What follows belongs to an exercise in optimizing a design on an open flow for small area; a production flow would make more cautious choices. Only simulation tests tie the RTL to the original design; equivalence was not proved. No activity file was given, so power comes from the tool's default toggle rates.

==> flow/design.v (excerpt) <==
module ALU (
  input wire clk,
  input wire reset,
  input wire [3:0] ALUop,
  input wire [31:0] rs1,
  input wire [31:0] rs2,
  input wire [13:0] imm,
  input wire [4:0] SA,
  input wire ALUEnable,
  output wire [31:0] result,
  output wire zero
);
Size in the first run: roughly 650 cells after synthesis, about 120 I/O pins.
==> flow/config.mk <==
export PLATFORM = sky130hd
export DESIGN_NAME = ALU
export DESIGN_NICKNAME = ALU
export VERILOG_FILES = /design/flow/design.v
export SDC_FILE = /design/flow/constraint.sdc
export NUM_CORES = 4
export LEC_CHECK = 0
export CAP_MARGIN = 0
export CORE_MARGIN = 2
export CORE_UTILIZATION = 45
export CTS_BUF_LIST = sky130_fd_sc_hd__clkbuf_4
export GPL_TIMING_DRIVEN = 1
export SLEW_MARGIN = 0
export SYNTH_HIERARCHICAL = 1
==> flow/constraint.sdc <==
create_clock -name core_clock -period 5.5 [get_ports {clk}]
set_input_delay 1.1000 -clock core_clock [delete_from_list [all_inputs] [get_ports {clk}]]
set_output_delay 1.1000 -clock core_clock [all_outputs]
set_load 0.01 [all_outputs]
standard.sh (not shown) runs the stock make flow with config.mk's settings and CLKGATE_MAP_FILE= SYNTH_SCRIPT=/design/flow/synth_recipe.tcl, a recipe that flattens the netlist after the stock synthesis.
==> flow/flow/run.sh <==
#!/bin/bash
# The standard layout, with two changes: every logic cell starts from its smallest size before
# floorplanning (repair sizes up where timing needs it), and the port buffers are the smallest
# buffer cell. Each step's full output is in the logs of orfs/logs and in synth.log/layout.log.
set -euo pipefail
W=$(pwd)
bash standard.sh synth > synth.log 2>&1
bash standard.sh "PRE_FLOORPLAN_TCL=$W/flow/downsize.tcl" \
  'BUFFER_PORTS_ARGS=-buffer_cell sky130_fd_sc_hd__buf_1' finish > layout.log 2>&1
==> flow/flow/downsize.tcl <==
# Before floorplanning: every logic cell at its smallest drive strength. The flow's repair
# steps size up again where timing needs it. Flip-flops, clock cells and ties stay as they are.
set db [ord::get_db]
set n 0
foreach inst [[ord::get_db_block] getInsts] {
  set m [[$inst getMaster] getName]
  if { ![regexp {^(sky130_fd_sc_hd__([a-z0-9]+))_([0-9]+)$} $m -> base kind sz] } { continue }
  if { $sz <= 1 } { continue }
  if { [regexp {^(df|dl|sdf|edf|sedf|clk|conb|tap|fill|decap|diode|lpflow)} $kind] } { continue }
  foreach cand [list ${base}_1 ${base}_0] {
    if { [$db findMaster $cand] != "NULL" && [llength [get_lib_cells -quiet */$cand]] > 0 } {
      replace_cell [$inst getName] $cand
      incr n
      break
    }
  }
}
puts "downsize: $n cells set to their smallest size"
Next try:
==> flow/flow/run.sh (replaced) <==
#!/bin/bash
# The standard layout, with three changes: every logic cell starts from its smallest size before
# floorplanning (repair sizes up where timing needs it), the port buffers are the smallest
# buffer cell, and clock tree synthesis adds no dummy loads. Each step's full output is in the
# logs of orfs/logs, and make's output in synth.log and layout.log.
set -euo pipefail
W=$(pwd)
bash standard.sh synth > synth.log 2>&1
bash standard.sh "PRE_FLOORPLAN_TCL=$W/flow/downsize.tcl" \
  'BUFFER_PORTS_ARGS=-buffer_cell sky130_fd_sc_hd__buf_1' \
  'CTS_ARGS=-sink_clustering_enable -repair_clock_nets -buf_list {sky130_fd_sc_hd__clkbuf_4 sky130_fd_sc_hd__clkbuf_8} -dont_use_dummy_load' \
  finish > layout.log 2>&1
--- a/flow/config.mk
+++ b/flow/config.mk
@@ -7,8 +7,7 @@
 export LEC_CHECK = 0
-export CAP_MARGIN = 0
+export CAP_MARGIN = 20
 export CORE_MARGIN = 2
 export CORE_UTILIZATION = 45
-export CTS_BUF_LIST = sky130_fd_sc_hd__clkbuf_4
 export GPL_TIMING_DRIVEN = 1
-export SLEW_MARGIN = 0
+export SLEW_MARGIN = 20
 export SYNTH_HIERARCHICAL = 1
Effect:
- The new run ran to the end with no violations
- via count hardly moves
- die area stays the same
- first-iteration DRC count grows by about 9%
- global-route usage hardly moves
- non-clock buffer count does not change
- worst setup slack improved by 0.11 ns
- total power is higher by about 2%
- final area went up by about 0.44%

[separate check: timing with driven ports]
No port has a modelled driver above. Below, the same layouts with a new extraction and two added sets of constraints.
Step 1 assumes that a clkbuf_16 drives the clock port and a buf_2 every other input.
Step 2 moves the port delays by t, midway between the first and last clock arrival at a register: inputs arrive t later, outputs are due t later. That takes back most of the time a late clock gives input paths.
Slacks: ideal ports / drivers / drivers and shift; pairs: ideal ports / drivers.
run | shift t [ns] | setup slack, ns | worst setup path at the end | slew at the worst register clock pin (ns) | cell pins on the clock port's net
the first run | 0.368 | 0.462 / 0.457 / 0.089 | input to register | 0.12 / 0.12 | 1
the second run | 0.308 | 0.568 / 0.565 / 0.257 | input to register | 0.08 / 0.08 | 1
After both steps setup and hold are still met in every run listed. The setup slack of the first run, which loses most, moves by -0.005 ns with the drivers and by -0.373 ns with both steps.
